From an optimization exercise on the open Yosys and OpenROAD flow, aimed at a short achievable clock period and few clock cycles; shortcuts taken in it are not production practice.
Function was checked by simulation only, so behaviour that the tests miss may differ from the original.
Power and IR drop assume default switching activity.

the reference run:
## riscv151_core
module riscv151_core
(
    input         clk,
    input         rst,
    output [13:0] fetch_addr,
    output        fetch_en,
    input  [31:0] imem_rdata,
    input  [31:0] bios_irdata,
    output [13:0] data_addr,
    output [31:0] data_wdata,
    output [3:0]  dmem_we,
    output [3:0]  imem_we,
    output [3:0]  io_we,
    input  [31:0] dmem_rdata,
    input  [31:0] bios_drdata
);
    localparam [29:0] RESET_PC = 30'h1000_0000;  
    localparam BI = 5;               
    localparam BN = 1 << BI;         
    localparam TW = 15 - BI;         
    reg  [29:0] pc_f;
    reg         v_i;
    reg  [29:0] pc_i;
    reg         selb_i, seli_i;
    reg         pred_i, hit_i;
    reg  [1:0]  ctr_i;
    reg  [29:0] ptgt_i;
    reg         v_d;
    reg  [31:0] ir_d;
    reg  [29:0] pc_d;
    reg         pred_d, hit_d;
    reg  [1:0]  ctr_d;
    reg  [29:0] ptgt_d;
    reg  [31:0] a_e, b_e, s_e;
    reg         fwa_e, fwb_e, fws_e;
    reg  [31:0] link_e;
    reg  [29:0] pc_e;
    reg  [29:0] tgt_e;
    reg         rA_e, rT_e, rN_e;    
    reg         rJ_e;                
    reg         call_e, ret_e;
    reg  [29:0] ptgt_e;
    reg         c_eq_e, c_ne_e, c_lt_e, c_ge_e, c_ltu_e, c_geu_e;
    reg         pred_e, hit_e;
    reg  [1:0]  ctr_e;
    reg         br_e, jal_e, jalr_e, ld_e, st_e, wen_e, bios_e;
    reg  [2:0]  f3_e;
    reg  [4:0]  rd_e;
    reg         op_add_e, op_sub_e, op_sll_e, op_slt_e, op_sltu_e, op_xor_e,
                op_srl_e, op_sra_e, op_or_e, op_and_e, op_link_e;
    reg  [31:0] res_m;
    reg  [31:0] wd_m;
    reg  [3:0]  dwe_m, iwe_m, iowe_m;
    reg         ld_m, wen_m;
    reg  [2:0]  f3_m;
    reg  [4:0]  rd_m;
    reg  [31:0] res_w;
    reg         ld_w, wen_w;
    reg  [1:0]  dsel_w;  
    reg  [2:0]  f3_w;
    reg  [1:0]  off_w;
    reg  [4:0]  rd_w;
    reg  [31:0] wb_w2;
    reg         wen_w2;
    reg  [4:0]  rd_w2;
    reg  [31:0] rf [1:31];
    reg         btb_v   [0:BN-1];
    reg  [TW-1:0] btb_tag [0:BN-1];
    reg  [29:0] btb_tgt [0:BN-1];
    reg  [1:0]  btb_ctr [0:BN-1];
    reg         btb_j   [0:BN-1];
    reg         btb_r   [0:BN-1];      
    reg  [29:0] ras0, ras1, ras2, ras3;
    wire [31:0] a = fwa_e ? res_m : a_e;
    wire [31:0] b = fwb_e ? res_m : b_e;
  ...
For scale: about 3200 flip-flops, roughly 200 I/O pins.
==> flow/config.mk <==
export PLATFORM = sky130hd
export DESIGN_NAME = riscv151_core
export DESIGN_NICKNAME = riscv151_core
export VERILOG_FILES = /design/flow/design.v
export SDC_FILE = /design/flow/constraint.sdc
export NUM_CORES = 4
export LEC_CHECK = 0
export ABC_CLOCK_PERIOD_IN_PS = 4000
export CAP_MARGIN = 20
export CORE_MARGIN = 2
export CORE_UTILIZATION = 32
export PLACE_DENSITY = 0.65
export SLEW_MARGIN = 20
==> flow/constraint.sdc <==
create_clock -name core_clock -period 10.5 [get_ports {clk}]
set_input_delay 2.1000 -clock core_clock [delete_from_list [all_inputs] [get_ports {clk}]]
set_output_delay 2.1000 -clock core_clock [all_outputs]
set_load 0.01 [all_outputs]
standard.sh (not shown) runs the stock make flow with config.mk's settings and CLKGATE_MAP_FILE= SYNTH_SCRIPT=/design/flow/synth_recipe.tcl, a recipe that flattens the netlist after the stock synthesis.
==> flow/flow/run.sh <==
#!/bin/bash
set -euo pipefail
bash standard.sh SETUP_SLACK_MARGIN=6.5 finish > standard.log 2>&1
No stage failed in the reference run, and the final checks on the layout all came back clean.
Testbench counts of the reference run, summed over its fixed seeds: cycles 88,385.
[inputs] the trial run vs the reference run
- CAP_MARGIN now 30, was 20
- PLACE_DENSITY now 0.55, was 0.65
- SLEW_MARGIN now 30, was 20
==> flow/flow/run.sh <==
#!/bin/bash
set -euo pipefail
bash standard.sh SETUP_SLACK_MARGIN=6.5 "BUFFER_PORTS_ARGS=-buffer_cell sky130_fd_sc_hd__buf_4" finish > standard.log 2>&1
## What came out
From the trial run to the reference run, average footprint of a synthesized cell did not move at all. Part of the total power dissipated in combinational logic is higher on the reference run. Combinational power (the trial run vs. the reference run) decreases slightly. Between the reference run and the trial run, the difference in switching power is negligible. Number of global-route vias before repair: higher on the reference run. Wire length of the first global-routing pass, the trial run vs the reference run: up by a few percent. Between the reference run and the trial run, the area of all placed cells without fillers does not differ in any meaningful way. On minimum period implied by the final worst setup slack, the reference run loses to the trial run. Comparing the reference run and the trial run, number of vias after detailed routing is lower on the trial run. Sort the reference run and the trial run by number of buffers created by CTS, ascending, and the reference run comes first. The reference run ended up with ptgt_e[7] as its critical path startpoint; the trial run ended up with ptgt_e[27]. The top achievable clock speed reported for the trial run is greater than that of the reference run by 1.1%.

afterwards: timing with drivers on the ports:
The results above use ideal ports. As a check the final layouts listed here were re-extracted and re-timed, cells and wires unchanged. Step 1, drivers: a clkbuf_16 drives clk and a buf_2 each remaining input, both assumed. Step 2 moves the port delays by t, midway between the first and last clock arrival at a register: inputs arrive t later, outputs are due t later. That takes back most of the time a late clock gives input paths. Slacks: ideal ports / drivers / drivers and shift; pairs: ideal ports / drivers.
run	t, ns	setup slack, ns	hold WS [ns]
the reference run	1.062	6.287 / 6.287 / 5.447	0.326 / 0.326 / 0.326
the trial run	1.042	6.334 / 6.334 / 5.491	0.325 / 0.325 / 0.325
After both steps setup and hold are still met in every run listed. For the trial run, which loses most, drivers alone change the setup slack by 0.000 ns; drivers and shift together by -0.843 ns.
